This design comes from an exercise in tuning for small area and a short achievable clock period on the open sky130 flow, not from production work.
At most, simulation tests tie the RTL to the original design; equivalence was not proved.
For run 1, only the layout was checked, not whether the RTL still works.
No activity file was given, so power comes from the tool's default toggle rates.

[design/flow/flow/run.sh]
#!/bin/bash
set -euo pipefail
cd "$(dirname "$0")/.."
bash standard.sh SETUP_SLACK_MARGIN=22 finish > standard_flow.log 2>&1
[design/flow/standard.sh]
#!/bin/bash
# synth_recipe.tcl (not shown) runs the flow's synth.tcl, then flattens the netlist and writes it again
# the make line also repeats each setting of config.mk as NAME=value (left out here)
make -C /OpenROAD-flow-scripts/flow DESIGN_CONFIG=/design/flow/config.mk WORK_HOME=/design/flow/orfs CLKGATE_MAP_FILE= SYNTH_SCRIPT=/design/flow/synth_recipe.tcl "${@:-finish}"
[design/flow/config.mk]
export PLATFORM = sky130hd
export DESIGN_NAME = elidon_core
export DESIGN_NICKNAME = elidon_core
export VERILOG_FILES = /design/flow/design.v
export SDC_FILE = /design/flow/constraint.sdc
export NUM_CORES = 4
export LEC_CHECK = 0
export ABC_AREA = 1
export CAP_MARGIN = 20
export CORE_MARGIN = 2
export CORE_UTILIZATION = 40
export CTS_BUF_LIST = sky130_fd_sc_hd__clkbuf_4 sky130_fd_sc_hd__clkbuf_8
export CTS_CLUSTER_SIZE = 30
export SLEW_MARGIN = 20
[design/flow/constraint.sdc]
create_clock -name core_clock -period 32.0 [get_ports {clock}]
set_input_delay 6.4000 -clock core_clock [delete_from_list [all_inputs] [get_ports {clock}]]
set_output_delay 6.4000 -clock core_clock [all_outputs]
set_load 0.01 [all_outputs]
[design/flow/design.v]
module elidon_core(
  input         clock,
  input         reset,
  output [15:0] imem_addr,
  input  [15:0] imem_rdata,
  output [15:0] dmem_addr,
  output        dmem_read,
  output        dmem_write,
  output [15:0] dmem_wdata,
  input  [15:0] dmem_rdata
);
  reg  [15:0] pcReg;
  reg  [15:0] f_ins;
  reg  [15:0] f_rA;
  reg  [15:0] f_rB;
  reg         f_hitA;
  reg         f_hitB;
  reg  [15:0] w_last;
  reg  [255:0] rf;
  reg  [15:0] d_ins;
  reg  [15:0] d_rs1;
  reg  [15:0] d_rs2;
  reg  [15:0] d_tgt;
  reg  [7:0] d_rem;
  reg  [7:0] d_qhi;
  reg  [7:0] d_alo;
  reg  [15:0] d_ub;
  reg         d_sa;
  reg         d_sb;
  reg  [17:0] d_t3;
  reg  [15:0] e_res;
  reg         e_neg;
  reg  [15:0] e_rdsv;
  reg         e_wb;
  reg         e_st;
  reg         e_ld;
  reg  [15:0] m_wv;
  wire [3:0]  op = d_ins[15:12];
  wire        op_c = op == 4'hc;
  wire        op_d = op == 4'hd;
  wire        op_e = op == 4'he;
  wire        op_f = op == 4'hf;
  wire        rs1_zero = d_rs1 == 16'h0;
  wire        br_en = op_d | op_e | op_f | (op_c & rs1_zero);
  wire [15:0] br_pc = (op_d | op_e) ? d_rs1 : d_tgt;
  assign imem_addr = br_en ? br_pc : pcReg + 16'h2;
  always @(posedge clock) begin
    if (reset) pcReg <= 16'hfffe;
    else pcReg <= imem_addr;
    f_ins <= imem_rdata;
  end
  wire [3:0]  f_op = f_ins[15:12];
  wire [3:0]  ra = imem_rdata[15] ? imem_rdata[7:4] : imem_rdata[11:8];
  wire [3:0]  rb = imem_rdata[3:0];
  wire [15:0] rA = f_hitA ? w_last : f_rA;
  wire [15:0] rB = f_hitB ? w_last : f_rB;
  wire [15:0] wb_data = e_ld ? dmem_rdata : m_wv;
  wire [3:0]  wb_addr = e_rdsv[3:0];
  wire        wb_en = e_ld | e_wb;
  wire [15:0] wb_d = reset ? 16'h0 : wb_data;
  genvar gi;
  generate
    for (gi = 0; gi < 16; gi = gi + 1) begin : g_rf
      always @(posedge clock) begin
        if (reset | (wb_en & (wb_addr == gi))) rf[gi*16 +: 16] <= wb_d;
      end
    end
  endgenerate
  always @(posedge clock) begin
    f_rA   <= rf[ra*16 +: 16];
    f_rB   <= rf[rb*16 +: 16];
    f_hitA <= reset | (wb_en & (wb_addr == ra));
    f_hitB <= reset | (wb_en & (wb_addr == rb));
    w_last <= wb_d;
  end
  wire [15:0] f_off = (f_op == 4'hc) ? {{8{f_ins[7]}}, f_ins[7:0]} :
                      (f_op == 4'he) ? 16'h2 : {{4{f_ins[11]}}, f_ins[11:0]};
  wire        sa = rA[15];
  wire        sb = rB[15];
  wire [15:0] ua1 = sa ? 16'h0 - rA : rA;
  wire [15:0] nb = rB ^ {16{sb}};
  wire [15:0] ub = nb + {15'h0, sb};
  wire [17:0] t3 = {2'b0, ub} + {1'b0, ub, 1'b0};
  wire [1:0] r0_x = ua1[15:14];
  wire [2:0] r0_s1 = {1'b0, r0_x[1:0]} - {1'b0, ub[1:0]};
  wire r0_g1 = (ub[15:2] == 14'h0) & ~r0_s1[2];
  wire [1:0] r0_s2 = {1'b0, r0_x[1:1]} - {1'b0, ub[0:0]};
  wire r0_g2 = (ub[15:1] == 15'h0) & ~r0_s2[1];
  wire [2:0] r0_s3 = {1'b0, r0_x} - {1'b0, t3[1:0]};
  wire r0_g3 = (t3[17:2] == 16'h0) & ~r0_s3[2];
  wire [1:0] r0_q = {r0_g2, r0_g3 | (r0_g1 & ~r0_g2)};
  wire [1:0] r0_r = r0_g3 ? r0_s3[1:0] : r0_g2 ? {r0_s2[0:0], r0_x[0]} :
                       r0_g1 ? r0_s1[1:0] : r0_x;
  wire [1:0] r0_ro = r0_r[1:0];
  wire [3:0] r1_x = {r0_ro[1:0], ua1[13:12]};
  wire [4:0] r1_s1 = {1'b0, r1_x[3:0]} - {1'b0, ub[3:0]};
  wire r1_g1 = (ub[15:4] == 12'h0) & ~r1_s1[4];
  wire [3:0] r1_s2 = {1'b0, r1_x[3:1]} - {1'b0, ub[2:0]};
  wire r1_g2 = (ub[15:3] == 13'h0) & ~r1_s2[3];
  wire [4:0] r1_s3 = {1'b0, r1_x} - {1'b0, t3[3:0]};
  wire r1_g3 = (t3[17:4] == 14'h0) & ~r1_s3[4];
  wire [1:0] r1_q = {r1_g2, r1_g3 | (r1_g1 & ~r1_g2)};
  wire [3:0] r1_r = r1_g3 ? r1_s3[3:0] : r1_g2 ? {r1_s2[2:0], r1_x[0]} :
                       r1_g1 ? r1_s1[3:0] : r1_x;
  wire [3:0] r1_ro = r1_r[3:0];
  wire [5:0] r2_x = {r1_ro[3:0], ua1[11:10]};
  wire [6:0] r2_s1 = {1'b0, r2_x[5:0]} - {1'b0, ub[5:0]};
  wire r2_g1 = (ub[15:6] == 10'h0) & ~r2_s1[6];
  wire [5:0] r2_s2 = {1'b0, r2_x[5:1]} - {1'b0, ub[4:0]};
  wire r2_g2 = (ub[15:5] == 11'h0) & ~r2_s2[5];
  wire [6:0] r2_s3 = {1'b0, r2_x} - {1'b0, t3[5:0]};
  wire r2_g3 = (t3[17:6] == 12'h0) & ~r2_s3[6];
  wire [1:0] r2_q = {r2_g2, r2_g3 | (r2_g1 & ~r2_g2)};
  wire [5:0] r2_r = r2_g3 ? r2_s3[5:0] : r2_g2 ? {r2_s2[4:0], r2_x[0]} :
                       r2_g1 ? r2_s1[5:0] : r2_x;
  wire [5:0] r2_ro = r2_r[5:0];
  wire [7:0] r3_x = {r2_ro[5:0], ua1[9:8]};
  wire [8:0] r3_s1 = {1'b0, r3_x[7:0]} - {1'b0, ub[7:0]};
  wire r3_g1 = (ub[15:8] == 8'h0) & ~r3_s1[8];
  wire [7:0] r3_s2 = {1'b0, r3_x[7:1]} - {1'b0, ub[6:0]};
  wire r3_g2 = (ub[15:7] == 9'h0) & ~r3_s2[7];
  wire [8:0] r3_s3 = {1'b0, r3_x} - {1'b0, t3[7:0]};
  wire r3_g3 = (t3[17:8] == 10'h0) & ~r3_s3[8];
  wire [1:0] r3_q = {r3_g2, r3_g3 | (r3_g1 & ~r3_g2)};
  wire [7:0] r3_r = r3_g3 ? r3_s3[7:0] : r3_g2 ? {r3_s2[6:0], r3_x[0]} :
                       r3_g1 ? r3_s1[7:0] : r3_x;
  wire [7:0] r3_ro = r3_r[7:0];
  always @(posedge clock) begin
    d_ins <= f_ins;
    d_rs1 <= rA;
    d_rs2 <= rB;
    d_tgt <= pcReg + f_off;
    d_rem <= r3_ro;
    d_qhi <= {r0_q, r1_q, r2_q, r3_q};
    d_alo <= ua1[7:0];
    d_ub  <= ub;
    d_sa  <= sa;
    d_sb  <= sb;
    d_t3  <= t3;
  end
  wire [9:0] r4_x = {d_rem[7:0], d_alo[7:6]};
  wire [10:0] r4_s1 = {1'b0, r4_x[9:0]} - {1'b0, d_ub[9:0]};
  wire r4_g1 = (d_ub[15:10] == 6'h0) & ~r4_s1[10];
  wire [9:0] r4_s2 = {1'b0, r4_x[9:1]} - {1'b0, d_ub[8:0]};
  wire r4_g2 = (d_ub[15:9] == 7'h0) & ~r4_s2[9];
  wire [10:0] r4_s3 = {1'b0, r4_x} - {1'b0, d_t3[9:0]};
  wire r4_g3 = (d_t3[17:10] == 8'h0) & ~r4_s3[10];
  wire [1:0] r4_q = {r4_g2, r4_g3 | (r4_g1 & ~r4_g2)};
  wire [9:0] r4_r = r4_g3 ? r4_s3[9:0] : r4_g2 ? {r4_s2[8:0], r4_x[0]} :
                       r4_g1 ? r4_s1[9:0] : r4_x;
  wire [9:0] r4_ro = r4_r[9:0];
  wire [11:0] r5_x = {r4_ro[9:0], d_alo[5:4]};
  wire [12:0] r5_s1 = {1'b0, r5_x[11:0]} - {1'b0, d_ub[11:0]};
  wire r5_g1 = (d_ub[15:12] == 4'h0) & ~r5_s1[12];
  wire [11:0] r5_s2 = {1'b0, r5_x[11:1]} - {1'b0, d_ub[10:0]};
  wire r5_g2 = (d_ub[15:11] == 5'h0) & ~r5_s2[11];
  wire [12:0] r5_s3 = {1'b0, r5_x} - {1'b0, d_t3[11:0]};
  wire r5_g3 = (d_t3[17:12] == 6'h0) & ~r5_s3[12];
  wire [1:0] r5_q = {r5_g2, r5_g3 | (r5_g1 & ~r5_g2)};
  wire [11:0] r5_r = r5_g3 ? r5_s3[11:0] : r5_g2 ? {r5_s2[10:0], r5_x[0]} :
                       r5_g1 ? r5_s1[11:0] : r5_x;
  wire [11:0] r5_ro = r5_r[11:0];
  wire [13:0] r6_x = {r5_ro[11:0], d_alo[3:2]};
  wire [14:0] r6_s1 = {1'b0, r6_x[13:0]} - {1'b0, d_ub[13:0]};
  wire r6_g1 = (d_ub[15:14] == 2'h0) & ~r6_s1[14];
  wire [13:0] r6_s2 = {1'b0, r6_x[13:1]} - {1'b0, d_ub[12:0]};
  wire r6_g2 = (d_ub[15:13] == 3'h0) & ~r6_s2[13];
  wire [14:0] r6_s3 = {1'b0, r6_x} - {1'b0, d_t3[13:0]};
  wire r6_g3 = (d_t3[17:14] == 4'h0) & ~r6_s3[14];
  wire [1:0] r6_q = {r6_g2, r6_g3 | (r6_g1 & ~r6_g2)};
  wire [13:0] r6_r = r6_g3 ? r6_s3[13:0] : r6_g2 ? {r6_s2[12:0], r6_x[0]} :
                       r6_g1 ? r6_s1[13:0] : r6_x;
  wire [13:0] r6_ro = r6_r[13:0];
  wire [15:0] r7_x = {r6_ro[13:0], d_alo[1:0]};
  wire [16:0] r7_s1 = {1'b0, r7_x[15:0]} - {1'b0, d_ub[15:0]};
  wire r7_g1 = 1'b1 & ~r7_s1[16];
  wire [15:0] r7_s2 = {1'b0, r7_x[15:1]} - {1'b0, d_ub[14:0]};
  wire r7_g2 = (d_ub[15:15] == 1'h0) & ~r7_s2[15];
  wire [16:0] r7_s3 = {1'b0, r7_x} - {1'b0, d_t3[15:0]};
  wire r7_g3 = (d_t3[17:16] == 2'h0) & ~r7_s3[16];
  wire [1:0] r7_q = {r7_g2, r7_g3 | (r7_g1 & ~r7_g2)};
  wire [15:0] r7_r = r7_g3 ? r7_s3[15:0] : r7_g2 ? {r7_s2[14:0], r7_x[0]} :
                       r7_g1 ? r7_s1[15:0] : r7_x;
  wire [14:0] r7_ro = r7_r[14:0];
  wire [15:0] quo = {d_qhi, r4_q, r5_q, r6_q, r7_q};
  wire [15:0] bm1 = d_ub - 16'h1;
  wire        q_fix = 1'b0;
  wire        b_zero = d_rs2 == 16'h0;
  wire        is_div = op == 4'h6;
  wire        use_sub = (op == 4'h3) | (op == 4'h5);
  wire [15:0] add_b = use_sub ? ~d_rs2 :
                      (op[3] ? {12'h0, d_ins[3:0]} : d_rs2);
  wire [15:0] added = d_rs1 + add_b + {15'h0, use_sub};
  wire        slt = (d_rs1[15] ^ d_rs2[15]) ? d_rs1[15] : added[15];
  wire        is_sh = op == 4'h4;
  wire [15:0] nrs2 = 16'h0 - d_rs2;
  wire        sh_right = d_rs2[15];
  wire [3:0]  sh_amt = sh_right ? nrs2[3:0] : d_rs2[3:0];
  wire        sh_big = sh_right ? (nrs2[15:4] != 12'h0) : (d_rs2[15:4] != 12'h0);
  wire [15:0] sh_pow = sh_big ? 16'h0 : (16'h1 << sh_amt);
  wire [15:0] rs1_rev;
  wire [15:0] mul_rev;
  wire [15:0] ma = (is_sh & sh_right) ? rs1_rev : d_rs1;
  wire [15:0] mbv = is_sh ? sh_pow : d_rs2;
  generate
    for (gi = 0; gi < 16; gi = gi + 1) begin : g_rev
      assign rs1_rev[gi] = d_rs1[15-gi];
      assign mul_rev[gi] = mul[15-gi];
    end
  endgenerate
  wire [15:0] sh_out = sh_right ? mul_rev : mul;
  wire [16:0] mb = {mbv, 1'b0};
  reg  [15:0] pp [0:7];
  reg  [7:0]  pneg;
  integer i;
  always @(*) begin
    for (i = 0; i < 8; i = i + 1) begin : g_booth
      reg b0, b1, b2;
      reg [15:0] s;
      b0 = mb[2*i]; b1 = mb[2*i+1]; b2 = mb[2*i+2];
      s = (b1 ^ b0) ? ma :
          ((b2 & ~b1 & ~b0) | (~b2 & b1 & b0)) ? {ma[14:0], 1'b0} : 16'h0;
      pneg[i] = b2 & ~(b1 & b0);
      pp[i] = (pneg[i] ? ~s : s) << (2*i);
    end
  end
  wire [15:0] mul = pp[0] + pp[1] + pp[2] + pp[3] + pp[4] + pp[5] + pp[6] + pp[7] +
    {1'b0, pneg[7], 1'b0, pneg[6], 1'b0, pneg[5], 1'b0, pneg[4],
     1'b0, pneg[3], 1'b0, pneg[2], 1'b0, pneg[1], 1'b0, pneg[0]};
  reg [15:0] alu;
  always @(*) begin
    case (op)
      4'h0: alu = d_rs1 & d_rs2;
      4'h1: alu = ~(d_rs1 | d_rs2);
      4'h2: alu = added;
      4'h3: alu = added;
      4'h4: alu = sh_out;
      4'h5: alu = {15'h0, slt};
      4'h6: alu = b_zero ? 16'h0 : quo;
      4'h7: alu = mul;
      4'h8: alu = added;
      4'h9: alu = added;
      4'ha: alu = {d_ins[7:0], d_rs1[7:0]};
      4'hb: alu = {d_rs1[15:8], d_ins[7:0]};
      4'hd: alu = 16'h0;
      default: alu = d_tgt;
    endcase
  end
  always @(posedge clock) begin
    if (reset) begin
      e_res  <= 16'h0;
      e_neg  <= 1'b0;
      e_rdsv <= 16'h0;
      e_wb   <= 1'b0;
      e_st   <= 1'b0;
      e_ld   <= 1'b0;
    end else begin
      e_res  <= alu;
      e_neg  <= is_div & ~b_zero & (d_sa ^ d_sb);
      e_rdsv <= (op == 4'h9) ? d_rs1 : {12'h0, d_ins[11:8]};
      e_wb   <= ~((op == 4'h9) | op_f | op_d | op_c);
      e_st   <= op == 4'h9;
      e_ld   <= op == 4'h8;
    end
  end
  wire [15:0] below;
  assign below[0] = 1'b0;
  generate
    for (gi = 1; gi < 16; gi = gi + 1) begin : g_below
      assign below[gi] = |e_res[gi-1:0];
    end
  endgenerate
  assign dmem_addr  = e_res ^ (below & {16{e_neg}});
  assign dmem_read  = e_ld;
  assign dmem_write = e_st;
  assign dmem_wdata = e_rdsv;
  always @(posedge clock) begin
    m_wv <= e_rdsv;
  end
endmodule
==> load_flow_metrics.sql, run 1 <==
INSERT INTO impl_metrics (metric_group, metric, value, unit) VALUES
('worst_setup_path', 'setup.worst_path.class', 'reg2out', ''),
('power_and_ir_drop', 'pwr_dens', '89.1', 'mW/mm^2'),
('cts', 'clockRootBuffer', 'sky130_fd_sc_hd__clkbuf_8', ''),
('finish', 'final.fill_count', '9026', ''),
('worst_setup_path', 'endpoint_kind', 'primary output', ''),
('sta', 'max_freq', '102', 'MHz'),
('sta', 'clock-skew-final', '0.0538', 'ns'),
('route', 'first_pass_iters', '8', ''),
('route', 'via_per_inst', '5.58', ''),
('grt', 'pin_count_of_the_biggest_net_entering_global_routing', '102', ''),
('placement', 'port_buffers', '83', ''),
('floorplanning', 'die_width', '308', 'um'),
('synthesis', 'synth_top_flop_cell', 'sky130_fd_sc_hd__edfxtp_1', ''),
('sta', 'finalHoldViolations', '0', ''),
('synthesis', 'ys.warnings.count', '2', ''),
('synthesis', 'synthesis.area', '0.0370', 'mm^2'),
('placement', 'placedInstanceArea', '0.0392', 'mm^2'),
('synthesis', 'post_synthesis_instance_total', '4731', ''),
('synthesis', 'post-synth-top-area-cell', 'sky130_fd_sc_hd__edfxtp_1', ''),
('cts', 'insertion_delay_to_the_later_sink_of_the_worst_skew_pair', '0.73', 'ns'),
('power_and_ir_drop', 'vdd_drop_max', '86.3', 'uV'),
('cts', 'cts_buffer_depth', '3', ''),
('worst_hold_path', 'worstHoldPathCells', '0', ''),
('synthesis', 'ys_seq_area_frac', '0.345', ''),
('synthesis', 'avgSynthCellArea', '7.81', 'um^2'),
('route', 'detailroute.via_count', '34100', ''),
('sta', 'rsz0062_at_grt', 'false', ''),
('sta', 'relSlewSlack', '0.305', ''),
('grt', 'grt_pass1_vias', '31600', ''),
('floorplanning', 'floorplan.die_area', '0.0948', 'mm^2'),
('synthesis', 'syn-num-nets', '5134', ''),
('synthesis', 'synthArstFlopShare', '0', ''),
('route', 'initialDrtViolationCount', '3294', ''),
('sta', 'finalCritPeriodShare', '0.305', ''),
('sta', 'setup_viol_count_final', '0', ''),
('placement', 'post-dp-hpwl', '91100', 'um'),
('power_and_ir_drop', 'total_power', '3.78', 'mW'),
('grt', 'grt.overflow.total', '0', ''),
('finish', 'final_cell_area', '0.0425', 'mm^2'),
('worst_setup_path', 'path_depth', '11', ''),
('worst_setup_path', 'reg2regPathDepth', '63', ''),
('finish', 'post-route-util', '0.463', ''),
('flow_run', 'maxCapViolCount', '0', ''),
('synthesis', 'synth-edff-count', '256', ''),
('finish', 'layout-drive-gt1-share', '0.113', ''),
('synthesis', 'synth.top_cells.by_area', 'sky130_fd_sc_hd__edfxtp_1, sky130_fd_sc_hd__dfxtp_1, sky130_fd_sc_hd__ha_1', ''),
('sta', 'worst-slew-pin-transition', '1.04', 'ns'),
('worst_setup_path', 'crit_required', '25.60', 'ns'),
('outcome', 'result_of_the_run', 'finished clean', ''),
('worst_setup_path', 'critical_path.max_fanout', '25', ''),
('route', 'drc_errors', '0', ''),
('worst_setup_path', 'timing.critical_path.slowest_cell_delay', '0.64', 'ns'),
('floorplanning', 'floorplan.initialDensity', '0.403', ''),
('route', 'totalWireLength', '128000', 'um'),
('finish', 'area.growth.synth_to_final', '14.9', '%'),
('power_and_ir_drop', 'power.leakage', '19.0', 'nW'),
('worst_setup_path', 'critical_path.startpoint_type', 'flip-flop', ''),
('finish', 'layout_commonest_cell', 'sky130_fd_sc_hd__nand2_1', ''),
('finish', 'finalNetCount', '5262', ''),
('placement', 'routabilityCongestion', '1.05', ''),
('worst_setup_path', 'path_buf_inv', '4', ''),
('sta', 'fin_tns_setup', '0', 'ns'),
('cts', 'tritoncts_clock_tree', 'done', ''),
('worst_setup_path', 'cp_top_family', 'buffers and inverters', ''),
('route', 'detail_route.wl_per_cell', '20.9', 'um'),
('grt', 'antenna_found_initial', '4', ''),
('floorplanning', 'die_y', '308', 'um'),
('finish', 'layout_common_cells', 'sky130_fd_sc_hd__nand2_1, sky130_fd_sc_hd__o21ai_0, sky130_fd_sc_hd__inv_1, sky130_fd_sc_hd__nor2_1, sky130_fd_sc_hd__a21oi_1', ''),
('floorplanning', 'fp-row-count', '111', ''),
('grt', 'global_route_wire_length_before_repair', '190000', 'um'),
('cts', 'cts.sink_count', '509', '');
routing by layer:
metal  track usage  wire length [um]  vias up
li1              -                 -    16400
met5             0                26        -
met1         0.358             56000    16100
met4         0.108              5880        4
met3        0.0353              9320      307
met2         0.415             56900     1331
cells in the mapped netlist (20+ instances only):
master                     count
sky130_fd_sc_hd__a21oi_1     322
sky130_fd_sc_hd__clkbuf_1    146
sky130_fd_sc_hd__dfxtp_1     253
sky130_fd_sc_hd__edfxtp_1    256
sky130_fd_sc_hd__fa_1         63
sky130_fd_sc_hd__ha_1        306
sky130_fd_sc_hd__inv_1       578
sky130_fd_sc_hd__nand2_1     678
sky130_fd_sc_hd__nand3_1     202
sky130_fd_sc_hd__nand4_1      24
sky130_fd_sc_hd__nor2_1      507
sky130_fd_sc_hd__nor3_1       30
sky130_fd_sc_hd__o211ai_1     63
sky130_fd_sc_hd__o21ai_0     607
sky130_fd_sc_hd__o21ai_1      20
sky130_fd_sc_hd__o21bai_1     35
sky130_fd_sc_hd__o221ai_1     57
sky130_fd_sc_hd__o22ai_1      22
sky130_fd_sc_hd__o31ai_1      25
sky130_fd_sc_hd__or2_2        36
sky130_fd_sc_hd__xnor2_1      64
sky130_fd_sc_hd__xor2_1      180
worst register-to-register path, delay by kind of cell, from the launching register on:
family / cells / cell delay [ns]
AND/OR/NAND/NOR: 24 / 2.94
AO/OA/AOI/OAI: 16 / 2.21
buffers and inverters: 15 / 1.58
adder cells (fa/ha/maj): 4 / 1.21
XOR/XNOR: 3 / 0.74
flip-flops: 1 / 0.37
multiplexers: 1 / 0.34
repair_timing:
action | CTS | global route
cloned | 0 | 2
setup buffers | 14 | 55
pin swaps | 3 | 30
hold endpoints to repair | 0 | 0
endpoints found under the setup margin | 13 | 14
gates resized for setup | 44 | 147
power breakdown:
group	switching [mW]	internal [mW]
clock network	0.293	0.379
logic	1.44	0.850
registers	0.0645	0.759
total	1.80	1.99
sequential cells by signal, summed over array words and instances (netlist names), 8 cells and up:
| signal | flops |
|---|---|
| rf | 256 |
| d_ub | 15 |
| d_t3 | 18 |
| d_rs2 | 15 |
| d_rem | 8 |
| f_ins | 16 |
| d_alo | 8 |
| w_last | 16 |
| e_rdsv | 16 |
| m_wv | 16 |
| d_tgt | 16 |
| f_rA | 16 |
| e_res | 16 |
| f_rB | 16 |
| d_qhi | 8 |
| d_ins | 16 |
| pcReg | 16 |
| d_rs1 | 15 |
cell families (layout without fill, tap and decap cells):
| group | Yosys count | in the layout | share of synthesized area |
|---|---|---|---|
| AND/OR/NAND/NOR | 1551 | 1552 | 0.177 |
| adder cells (fa/ha/maj) | 369 | 369 | 0.138 |
| buffers and inverters | 773 | 973 | 0.0805 |
| AO/OA/AOI/OAI | 1276 | 1276 | 0.199 |
| other | 0 | 1 | 0 |
| flip-flops | 509 | 509 | 0.345 |
| XOR/XNOR | 247 | 247 | 0.0591 |
| multiplexers | 6 | 6 | 0.00166 |
stage by stage:
| stage | std cells | setup slack (ns) |
|---|---|---|
| 6_report | 6119 | 22.24 |
| 5_1_grt | 6119 | 21.91 |
| 4_1_cts | 6061 | 21.97 |
| 3_5_place_dp | 5883 | 20.29 |
| 3_3_place_gp | 5883 | 20.46 |
| 2_1_floorplan | 4731 | 22.97 |
path summary, 6_finish.rpt:
path,startpoint,slack (ns),to
worst max-delay path,d_rs1[5]$_DFF_P_,22.24,imem_addr[15]
worst min-delay path,e_rdsv[15]$_SDFF_PP0_,0.35,m_wv[15]$_DFF_P_
worst max register to register,f_hitB$_DFF_P_,22.50,d_rem[7]$_DFF_P_
worst min register to register,e_rdsv[15]$_SDFF_PP0_,0.35,m_wv[15]$_DFF_P_
area by class of cell:
| type | instances | area, um^2 | area share |
|---|---|---|---|
| antenna | 1 | 2.50 | 0.0000589 |
| timing repair buffer | 210 | 1830 | 0.0431 |
| sequential | 509 | 12800 | 0.300 |
| inverter | 599 | 2300 | 0.0541 |
| clock inverter | 21 | 265 | 0.00624 |
| clock buffer | 143 | 1760 | 0.0413 |
| multi-input combinational | 3450 | 22100 | 0.520 |
| tap | 1186 | 1480 | 0.0349 |
==> inputs of run 2 (changes only) <==
--- a/design/flow/design.v
+++ b/design/flow/design.v
@@ -9,7 +9,7 @@
   output [15:0] dmem_wdata,
   input  [15:0] dmem_rdata
 );
-  reg  [15:0] pcReg;
+  reg  [15:0] pc2;
   reg  [15:0] f_ins;
   reg  [15:0] f_rA;
   reg  [15:0] f_rB;
@@ -21,6 +21,10 @@
   reg  [15:0] d_rs1;
   reg  [15:0] d_rs2;
   reg  [15:0] d_tgt;
+  reg         d_jmp;
+  reg         d_bez;
+  reg         d_jr;
+  reg         d_z;
   reg  [7:0] d_rem;
   reg  [7:0] d_qhi;
   reg  [7:0] d_alo;
@@ -40,13 +44,12 @@
   wire        op_d = op == 4'hd;
   wire        op_e = op == 4'he;
   wire        op_f = op == 4'hf;
-  wire        rs1_zero = d_rs1 == 16'h0;
-  wire        br_en = op_d | op_e | op_f | (op_c & rs1_zero);
-  wire [15:0] br_pc = (op_d | op_e) ? d_rs1 : d_tgt;
-  assign imem_addr = br_en ? br_pc : pcReg + 16'h2;
-  always @(posedge clock) begin
-    if (reset) pcReg <= 16'hfffe;
-    else pcReg <= imem_addr;
+  wire        br_en = d_jmp | (d_bez & d_z);
+  wire [15:0] br_pc = d_jr ? d_rs1 : d_tgt;
+  assign imem_addr = br_en ? br_pc : pc2;
+  always @(posedge clock) begin
+    if (reset) pc2 <= 16'h0;
+    else pc2 <= imem_addr + 16'h2;
     f_ins <= imem_rdata;
   end
   wire [3:0]  f_op = f_ins[15:12];
@@ -73,8 +76,8 @@
     f_hitB <= reset | (wb_en & (wb_addr == rb));
     w_last <= wb_d;
   end
-  wire [15:0] f_off = (f_op == 4'hc) ? {{8{f_ins[7]}}, f_ins[7:0]} :
-                      (f_op == 4'he) ? 16'h2 : {{4{f_ins[11]}}, f_ins[11:0]};
+  wire [15:0] f_offm2 = (f_op == 4'hc) ? {{8{f_ins[7]}}, f_ins[7:0]} - 16'h2 :
+                        (f_op == 4'he) ? 16'h0 : {{4{f_ins[11]}}, f_ins[11:0]} - 16'h2;
   wire        sa = rA[15];
   wire        sb = rB[15];
   wire [15:0] ua1 = sa ? 16'h0 - rA : rA;
@@ -129,7 +132,11 @@
     d_ins <= f_ins;
     d_rs1 <= rA;
     d_rs2 <= rB;
-    d_tgt <= pcReg + f_off;
+    d_tgt <= pc2 + f_offm2;
+    d_jmp <= (f_op == 4'hd) | (f_op == 4'he) | (f_op == 4'hf);
+    d_bez <= f_op == 4'hc;
+    d_jr  <= (f_op == 4'hd) | (f_op == 4'he);
+    d_z   <= rA == 16'h0;
     d_rem <= r3_ro;
     d_qhi <= {r0_q, r1_q, r2_q, r3_q};
     d_alo <= ua1[7:0];
==> run 2 against run 1 <==
  * Fmax rose by 2.4%
  * Global-route usage barely moved
  * Routed wire length fell by 0.36%
  * Register-to-register slack improved by 0.02 ns
  * Total power fell by 0.67%
  * Sequential cell count rose by 4
  * Clock power fell by 3%
  * Combinational power barely moved
  * Non-clock buffer count fell by 8
  * Die area rose by 0.60%
  * Largest power group unchanged
  * Highest routed layer unchanged
==> load_flow_metrics.sql, run 2 <==
INSERT INTO impl_metrics (metric_group, metric, value, unit) VALUES
('cts', 'num_cts_buffers', '88', ''),
('outcome', 'result_of_the_run', 'finished clean', ''),
('floorplanning', 'fp-row-count', '111', ''),
('sta', 'period_needed', '9.53', 'ns'),
('route', 'detail-route-antenna-nets', '0', ''),
('synthesis', 'synth_seq_cells', '513', ''),
('cts', 'tritoncts_clock_tree', 'done', ''),
('synthesis', 'ys_seq_area_frac', '0.345', ''),
('placement', 'port_buffers', '83', ''),
('cts', 'cts_hold_buffers', '0', ''),
('flow_run', 'maxCapViolCount', '0', ''),
('placement', 'dp_cells', '5940', ''),
('placement', 'placedInstanceArea', '0.0394', 'mm^2'),
('power_and_ir_drop', 'power.leakage', '19.1', 'nW'),
('worst_setup_path', 'timing.critical_path.slowest_cell_delay', '0.57', 'ns'),
('synthesis', 'post-synth-top-area-cell', 'sky130_fd_sc_hd__edfxtp_1', ''),
('floorplanning', 'die_y', '309', 'um'),
('sta', 'max_freq', '105', 'MHz'),
('cts', 'clkSlewWorstSetupHoldPaths', '0.05', 'ns'),
('finish', 'largest_register', 'rf', ''),
('worst_setup_path', 'r2r-start', 'f_hitB$_DFF_P_', ''),
('worst_setup_path', 'crit_required', '25.60', 'ns'),
('grt', 'grt_util_overall', '0.262', ''),
('synthesis', 'syn-num-nets', '5140', ''),
('placement', 'post-dp-hpwl', '92000', 'um'),
('worst_setup_path', 'setup.worst_path.class', 'reg2out', ''),
('cts', 'htree_num_levels', '3', ''),
('finish', 'layout-drive-gt1-share', '0.106', ''),
('synthesis', 'synthArstFlopShare', '0', ''),
('finish', 'fin_cells', '6171', ''),
('route', 'totalWireLength', '128000', 'um'),
('worst_setup_path', 'crit-reg2reg-capture', 'd_rem[1]$_DFF_P_', ''),
('synthesis', 'synth_commonest_cells', 'sky130_fd_sc_hd__nand2_1, sky130_fd_sc_hd__inv_1, sky130_fd_sc_hd__o21ai_0, sky130_fd_sc_hd__a21oi_1, sky130_fd_sc_hd__nor2_1', ''),
('sta', 'clock-skew-final', '0.0460', 'ns'),
('synthesis', 'yosys.cell_count.top_type', 'sky130_fd_sc_hd__nand2_1', ''),
('route', 'detail_route.wl_per_cell', '20.7', 'um'),
('worst_hold_path', 'min-delay-path-class', 'reg2reg', ''),
('worst_setup_path', 'crit_path_frequent_cell', 'sky130_fd_sc_hd__nor2_1', ''),
('synthesis', 'synth.top_cells.by_area', 'sky130_fd_sc_hd__edfxtp_1, sky130_fd_sc_hd__dfxtp_1, sky130_fd_sc_hd__ha_1', ''),
('sta', 'setup_viol_count_final', '0', ''),
('cts', 'clockRootBuffer', 'sky130_fd_sc_hd__clkbuf_8', ''),
('sta', 'finalCritPeriodShare', '0.298', ''),
('grt', 'global_route_wire_length_before_repair', '191000', 'um'),
('worst_setup_path', 'critical_path.max_fanout', '3', ''),
('sta', 'worst-slew-pin-transition', '1.10', 'ns'),
('finish', 'reg_top3', 'rf: 256 flops, d_t3: 18 flops', ''),
('power_and_ir_drop', 'total_power', '3.76', 'mW'),
('worst_setup_path', 'endpoint_kind', 'primary output', ''),
('synthesis', 'synthesis.area', '0.0372', 'mm^2'),
('grt', 'grt_pass1_vias', '31600', ''),
('power_and_ir_drop', 'pwr_dens', '88.0', 'mW/mm^2'),
('finish', 'largest_reg_flops', '256', ''),
('grt', 'busiest_layer', 'met2', ''),
('route', 'drc_errors', '0', ''),
('cts', 'insertion_delay_to_the_later_sink_of_the_worst_skew_pair', '0.74', 'ns'),
('floorplanning', 'floorplan.die_area', '0.0954', 'mm^2'),
('finish', 'sequential_cell_area', '0.0128', 'mm^2'),
('worst_setup_path', 'critical_path.startpoint_type', 'flip-flop', ''),
('sta', 'finalHoldViolations', '0', ''),
('worst_hold_path', 'worstHoldPathCells', '0', ''),
('power_and_ir_drop', 'vdd_drop_max', '109', 'uV'),
('sta', 'timing.final.max_slew_violations', '0', ''),
('finish', 'layout_common_cells', 'sky130_fd_sc_hd__nand2_1, sky130_fd_sc_hd__inv_1, sky130_fd_sc_hd__o21ai_0, sky130_fd_sc_hd__a21oi_1, sky130_fd_sc_hd__nor2_1', ''),
('grt', 'pin_count_of_the_biggest_net_entering_global_routing', '118', ''),
('worst_setup_path', 'cell_at_the_slowest_stage_of_the_critical_path', 'sky130_fd_sc_hd__clkdlybuf4s50_1', ''),
('floorplanning', 'die_width', '309', 'um'),
('worst_setup_path', 'timing.critical_path.from', 'e_res[1]$_SDFF_PP0_', ''),
('sta', 'relSlewSlack', '0.268', ''),
('synthesis', 'synth_top_flop_cell', 'sky130_fd_sc_hd__dfxtp_1', ''),
('floorplanning', 'fp.coreArea', '0.0919', 'mm^2'),
('synthesis', 'avgSynthCellArea', '7.85', 'um^2'),
('synthesis', 'synth-edff-count', '256', ''),
('worst_setup_path', 'reg2regPathDepth', '61', ''),
('synthesis', 'post_synthesis_instance_total', '4736', ''),
('finish', 'finalNetCount', '5259', ''),
('grt', 'grt.overflow.total', '0', ''),
('finish', 'layout_commonest_cell', 'sky130_fd_sc_hd__nand2_1', ''),
('route', 'via_per_inst', '5.48', ''),
('route', 'initialDrtViolationCount', '3235', ''),
('synthesis', 'ys.warnings.count', '2', ''),
('worst_setup_path', 'critPathArrivalTime', '3.13', 'ns'),
('finish', 'area.growth.synth_to_final', '14.9', '%'),
('worst_setup_path', 'cp_cell_sequence', 'nor2_1, nand2_1, nor2_1, nand2_1, nor2_1, inv_1, nor2_1, nand2_1, nor2_1, inv_1, o21ai_0, nand2_1, xor2_1, clkdlybuf4s50_1', ''),
('cts', 'cts.sink_count', '513', ''),
('synthesis', 'netlist.area_leader.share', '0.207', ''),
('grt', 'antenna_found_initial', '5', ''),
('grt', 'global_route.usage.met3', '0.0396', ''),
('placement', 'routabilityCongestion', '1.03', ''),
('finish', 'multi_input_comb_area', '0.0221', 'mm^2'),
('finish', 'final_cell_area', '0.0427', 'mm^2'),
('grt', 'grt_util_met1', '0.361', ''),
('route', 'first_pass_iters', '6', ''),
('synthesis', 'synth.distinct_cells', '65', ''),
('grt', 'grt_util_met2', '0.409', ''),
('worst_setup_path', 'reg2reg_slack', '22.52', 'ns'),
('route', 'detailroute.via_count', '33800', ''),
('floorplanning', 'floorplan.initialDensity', '0.404', ''),
('floorplanning', 'num_io_pins', '84', ''),
('sta', 'fin_tns_setup', '0', 'ns'),
('sta', 'rsz0062_at_grt', 'true', ''),
('cts', 'cts_buffer_depth', '3', ''),
('worst_setup_path', 'worst_setup_path_endpoint', 'dmem_addr[15]', ''),
('finish', 'final.fill_count', '9187', '');
## run 2: cell type report
type	instances	area share
repair buffers	202	0.0412
diodes	1	0.0000586
inverters	648	0.0579
clock buffers	130	0.0379
clock inverters	32	0.00791
multi-input cells	3402	0.518
flip-flops and latches	513	0.301
well taps	1243	0.0364
## run 2: metal layers
layer | part of all wire | up-vias
li1 | - | 16400
met1 | 0.44 | 15800
met2 | 0.44 | 1320
met3 | 0.075 | 291
met4 | 0.044 | 4
met5 | 0.00024 | -
## run 2: worst max-delay path, delay by kind of cell (launching register included)
family / cells / cell delay, ns
and+or+nand+nor: 9 / 0.95
DFF: 1 / 0.39
AOI/OAI and AO/OA: 1 / 0.24
xor gates and xnor gates: 1 / 0.15
buffers and inverters: 3 / 0.67
## run 2: worst min path at each step
stage	end	slack, ns	start
6_report	m_wv[13]$_DFF_P_	0.35	e_rdsv[13]$_SDFF_PP0_
5_1_grt	m_wv[13]$_DFF_P_	0.36	e_rdsv[13]$_SDFF_PP0_
4_1_cts	m_wv[9]$_DFF_P_	0.35	e_rdsv[9]$_SDFF_PP0_
3_5_place_dp	m_wv[9]$_DFF_P_	0.34	e_rdsv[9]$_SDFF_PP0_
3_3_place_gp	d_ins[8]$_DFF_P_	0.34	f_ins[8]$_DFF_P_
2_1_floorplan	d_ins[15]$_DFF_P_	0.33	f_ins[15]$_DFF_P_
## run 2: stage by stage
step | setup slack, ns | utilization | hold slack [ns]
2_1_floorplan | 23.26 | - | 0.331
3_3_place_gp | 20.20 | 0.428 | 0.339
3_5_place_dp | 20.19 | 0.428 | 0.344
4_1_cts | 22.01 | 0.453 | 0.354
5_1_grt | 21.88 | 0.465 | 0.362
6_report | 22.47 | 0.465 | 0.354
## run 2: power by group
part,leakage [nW],total [mW],switching (mW),internal (mW)
logic,13.3,2.29,1.45,0.839
clock network,1.04,0.654,0.291,0.363
registers,4.79,0.814,0.0567,0.757
total,19.1,3.76,1.80,1.96
## run 2: kinds of logic after synthesis
kind of cell | after synthesis | share of synthesized area
and+or+nand+nor | 1442 | 0.165
buffers and inverters | 822 | 0.0845
adders and majority gates | 370 | 0.137
DFF | 513 | 0.345
AOI/OAI and AO/OA | 1296 | 0.198
xor gates and xnor gates | 255 | 0.0601
muxes | 38 | 0.0102
## run 2: timing repair
item | in CTS | in global routing
buffers inserted | 12 | 54
gates cloned | 0 | 2
pin swaps | 10 | 34
hold endpoints to repair | 0 | 0
gates resized for setup | 71 | 137
endpoints found under the setup margin | 12 | 12
==> inputs of run 3 (changes only) <==
==> design/flow/flow/run.sh (replaced) <==
#!/bin/bash
set -euo pipefail
cd "$(dirname "$0")/.."
bash standard.sh SETUP_SLACK_MARGIN=23 "BUFFER_PORTS_ARGS=-buffer_cell sky130_fd_sc_hd__buf_4" finish > standard_flow.log 2>&1
==> run 3 against run 2 <==
  * Non-clock buffer count grew 192
  * Sequential cell count did not move
  * Fmax down 1.3%
  * Synthesized cell count stayed put
  * First-iteration DRC count increased by 12%
  * Cell count rose by 3.2%
  * Still clean
  * Core utilization grew 3.5 points
  * Setup slack worse by 0.13 ns
  * Critical endpoint is now d_rem[7]$_DFF_P_
  * Clock power about the same
  * Worst hold slack improved by 0.0025 ns
  * Highest routed layer is now met4
==> load_flow_metrics.sql, run 3 <==
INSERT INTO impl_metrics (metric_group, metric, value, unit) VALUES
('worst_setup_path', 'reg2regPathDepth', '65', ''),
('synthesis', 'synth.distinct_cells', '65', ''),
('grt', 'pin_count_of_the_biggest_net_entering_global_routing', '133', ''),
('power_and_ir_drop', 'total_power', '4.14', 'mW'),
('floorplanning', 'floorplan.initialDensity', '0.404', ''),
('power_and_ir_drop', 'pwr_dens', '90.2', 'mW/mm^2'),
('route', 'drc_errors', '0', ''),
('finish', 'largest_reg_flops', '256', ''),
('cts', 'clockRootBuffer', 'sky130_fd_sc_hd__clkbuf_8', ''),
('finish', 'layout-drive-gt1-share', '0.199', ''),
('floorplanning', 'fp-row-count', '111', ''),
('floorplanning', 'fp.coreArea', '0.0919', 'mm^2'),
('worst_setup_path', 'critical_path.max_fanout', '8', ''),
('synthesis', 'avgSynthCellArea', '7.85', 'um^2'),
('sta', 'relSlewSlack', '0.217', ''),
('worst_setup_path', 'endpoint_kind', 'flip-flop', ''),
('floorplanning', 'die_width', '309', 'um'),
('placement', 'routabilityCongestion', '1.01', ''),
('power_and_ir_drop', 'share_comb_of_total_power', '0.646', ''),
('cts', 'tritoncts_clock_tree', 'done', ''),
('synthesis', 'synthesis.area', '0.0372', 'mm^2'),
('route', 'totalWireLength', '136000', 'um'),
('cts', 'htree_num_levels', '3', ''),
('synthesis', 'synthArstFlopShare', '0', ''),
('power_and_ir_drop', 'clock_power_share', '0.158', ''),
('route', 'detail_route.wirelength.met1', '56500', 'um'),
('sta', 'final.setup.worst_slack', '22.34', 'ns'),
('sta', 'finalHoldViolations', '0', ''),
('worst_setup_path', 'crit_required', '32.58', 'ns'),
('synthesis', 'synth_commonest_cells', 'sky130_fd_sc_hd__nand2_1, sky130_fd_sc_hd__inv_1, sky130_fd_sc_hd__o21ai_0, sky130_fd_sc_hd__a21oi_1, sky130_fd_sc_hd__nor2_1', ''),
('finish', 'final_cell_area', '0.0459', 'mm^2'),
('synthesis', 'synth-edff-count', '256', ''),
('worst_hold_path', 'min-delay-path-class', 'reg2reg', ''),
('placement', 'post-dp-hpwl', '91900', 'um'),
('grt', 'grt_pass1_vias', '33200', ''),
('route', 'via_per_inst', '5.60', ''),
('route', 'first_pass_iters', '8', ''),
('placement', 'port_buffers', '83', ''),
('sta', 'fin_tns_setup', '0', 'ns'),
('cts', 'num_cts_buffers', '90', ''),
('grt', 'grt_util_overall', '0.271', ''),
('finish', 'sequential_cell_area', '0.0128', 'mm^2'),
('synthesis', 'ys_seq_area_frac', '0.345', ''),
('placement', 'dp_slack', '20.58', 'ns'),
('worst_setup_path', 'cell_at_the_slowest_stage_of_the_critical_path', 'sky130_fd_sc_hd__nor4_4', ''),
('worst_setup_path', 'reg2reg_slack', '22.34', 'ns'),
('sta', 'setup_viol_count_final', '0', ''),
('route', 'initialDrtViolationCount', '3608', ''),
('flow_run', 'maxCapViolCount', '0', ''),
('synthesis', 'yosys.cell_count.top_type', 'sky130_fd_sc_hd__nand2_1', ''),
('worst_setup_path', 'crit_path_frequent_cell', 'sky130_fd_sc_hd__nand2_2', ''),
('finish', 'final.fill_count', '8719', ''),
('route', 'met2_wirelength', '61700', 'um'),
('sta', 'timing.final.max_slew_violations', '0', ''),
('sta', 'clock-skew-final', '0.0389', 'ns'),
('synthesis', 'post-synth-top-area-cell', 'sky130_fd_sc_hd__edfxtp_1', ''),
('cts', 'insertion_delay_to_the_later_sink_of_the_worst_skew_pair', '0.74', 'ns'),
('sta', 'period_needed', '9.66', 'ns'),
('floorplanning', 'floorplan.die_area', '0.0954', 'mm^2'),
('worst_hold_path', 'hold_path.startpoint', 'e_rdsv[13]$_SDFF_PP0_', ''),
('finish', 'multi_input_comb_area', '0.0236', 'mm^2'),
('finish', 'finalNetCount', '5456', ''),
('cts', 'cts.sink_count', '513', ''),
('sta', 'rsz0062_at_grt', 'true', ''),
('route', 'detail_route.wl_per_cell', '21.4', 'um'),
('power_and_ir_drop', 'switching_portion_of_total_power', '0.480', ''),
('sta', 'max_freq', '103', 'MHz'),
('grt', 'antenna_found_initial', '6', ''),
('synthesis', 'synth_seq_cells', '513', ''),
('synthesis', 'ys.warnings.count', '2', ''),
('synthesis', 'post_synthesis_instance_total', '4736', ''),
('worst_setup_path', 'timing.critical_path.from', 'f_hitB$_DFF_P_', ''),
('power_and_ir_drop', 'internal-power', '2.16', 'mW'),
('route', 'detailroute.via_count', '35600', ''),
('sta', 'finalCritPeriodShare', '0.302', ''),
('route', 'met3WireLength', '11500', 'um'),
('finish', 'area.growth.synth_to_final', '23.5', '%'),
('synthesis', 'synth_top_flop_cell', 'sky130_fd_sc_hd__dfxtp_1', ''),
('worst_hold_path', 'worstHoldPathCells', '0', ''),
('finish', 'reg_top3', 'rf: 256 flops, d_t3: 18 flops', ''),
('synthesis', 'syn-num-nets', '5140', ''),
('synthesis', 'netlist.area_leader.share', '0.207', ''),
('sta', 'holdWs', '0.356', 'ns'),
('worst_setup_path', 'setup.worst_path.class', 'reg2reg', ''),
('power_and_ir_drop', 'power.share.sequential', '0.197', ''),
('floorplanning', 'die_y', '309', 'um'),
('power_and_ir_drop', 'netSwitchingPower', '1.99', 'mW'),
('cts', 'clkSlewWorstSetupHoldPaths', '0.06', 'ns'),
('worst_setup_path', 'worst_setup_path_endpoint', 'd_rem[7]$_DFF_P_', ''),
('route', 'detail-route-antenna-nets', '0', ''),
('grt', 'grt.overflow.total', '0', ''),
('power_and_ir_drop', 'vdd_drop_max', '106', 'uV'),
('finish', 'largest_register', 'rf', ''),
('cts', 'cts_buffer_depth', '3', ''),
('synthesis', 'synth.top_cells.by_area', 'sky130_fd_sc_hd__edfxtp_1, sky130_fd_sc_hd__dfxtp_1, sky130_fd_sc_hd__ha_1', ''),
('worst_setup_path', 'crit-reg2reg-capture', 'd_rem[7]$_DFF_P_', ''),
('outcome', 'result_of_the_run', 'finished clean', ''),
('cts', 'cts_hold_buffers', '0', ''),
('worst_setup_path', 'timing.critical_path.slowest_cell_delay', '0.38', 'ns'),
('worst_setup_path', 'r2r-start', 'f_hitB$_DFF_P_', ''),
('power_and_ir_drop', 'power.leakage', '20.5', 'nW'),
('worst_setup_path', 'critical_path.startpoint_type', 'flip-flop', '');
-- run 3: cell counts after synthesis --
Identical to the previous run, type by type.
-- run 3: worst min-delay path by stage --
stage / endpoint / slack [ns]
4_1_cts: m_wv[13]$_DFF_P_ / 0.36
5_1_grt: m_wv[13]$_DFF_P_ / 0.37
3_5_place_dp: m_wv[13]$_DFF_P_ / 0.35
2_1_floorplan: d_ins[15]$_DFF_P_ / 0.33
3_3_place_gp: d_ins[8]$_DFF_P_ / 0.34
6_report: m_wv[13]$_DFF_P_ / 0.36
-- run 3: critical path, delay by kind of cell (launching register included) --
kind,cells,cell delay (ns)
XOR/XNOR,2,0.33
flip-flops,1,0.36
adder cells (fa/ha/maj),4,1.02
buffers and inverters,12,1.03
AND/OR/NAND/NOR,30,3.89
AO/OA/AOI/OAI,17,2.82
-- run 3: metrics by stage --
step	cells	utilization
after detailed placement	5939	0.426
after global routing	6370	0.500
after global placement	5939	0.426
final	6370	0.500
after CTS	6261	0.474
after floorplan	4736	-
-- run 3: layout make-up --
class,instances,share of cell area
multi-input cells,3404,0.514
flip-flops and latches,513,0.280
repair buffers,394,0.0738
inverters,648,0.0554
clock buffers,139,0.0369
well taps,1243,0.0339
clock inverters,24,0.00550
diodes,4,0.000218
repair inverters,1,0.000109
-- run 3: per-layer routing --
metal | track usage | vias up
met1 | 0.361 | 16900
met5 | 0 | -
met2 | 0.433 | 1608
met4 | 0.120 | 0
li1 | - | 16800
met3 | 0.0465 | 366
-- run 3: cells by family (layout without fill, tap and decap cells) --
group | Yosys count | count (layout) | share of synthesized area
buffers and inverters | 822 | 1206 | 0.0845
multiplexers | 38 | 38 | 0.0102
flip-flops | 513 | 513 | 0.345
AND/OR/NAND/NOR | 1442 | 1445 | 0.165
other | 0 | 4 | 0
adder cells (fa/ha/maj) | 370 | 370 | 0.137
XOR/XNOR | 255 | 255 | 0.0601
AO/OA/AOI/OAI | 1296 | 1296 | 0.198
-- run 3: timing repair --
action                     4_1_cts  5_1_grt
cloned                           4        2
buffers inserted               155      103
pin swaps                       88      182
resized for setup              279      333
setup endpoints to repair       24       42
-- run 3: power groups by stage --
stage / clock (mW) / sequential, mW / combinational, mW
after floorplan: 0 / 0.797 / 1.54
after detailed placement: 0 / 0.823 / 2.16
after global placement: 0 / 0.822 / 2.14
after global routing: 0.691 / 0.819 / 2.92
after CTS: 0.664 / 0.811 / 2.34
final: 0.653 / 0.814 / 2.68

## port drivers added, routing unchanged
The flow's constraints put no driver on any port. The routed layouts listed below were extracted and timed again, unchanged, in two steps. Step 1 sets driving cells, clkbuf_16 on the clock port and buf_2 on the other inputs (assumed; they add their load-dependent delay and slew). Step 2 moves the port delays by t, midway between the first and last clock arrival at a register: inputs arrive t later, outputs are due t later. That takes back most of the time a late clock gives input paths. Slacks: ideal ports / drivers / drivers and shift; pairs: ideal ports / drivers.
run | shift t [ns] | setup WS [ns] | worst hold slack (ns) | latest minus earliest clock arrival (ns) | worst register clock-pin slew, ns
run 1 | 0.762 | 22.235 / 22.175 / 21.942 | 0.347 / 0.347 / 0.347 | 0.057 / 0.058 | 0.07 / 0.07
run 2 | 0.782 | 22.468 / 22.407 / 21.878 | 0.354 / 0.354 / 0.354 | 0.053 / 0.053 | 0.07 / 0.07
run 3 | 0.780 | 22.338 / 22.338 / 22.338 | 0.356 / 0.356 / 0.356 | 0.043 / 0.043 | 0.08 / 0.08
After both steps every run listed still meets setup and hold. The setup slack of run 2, which loses most, moves by -0.061 ns with the drivers and by -0.590 ns with both steps.
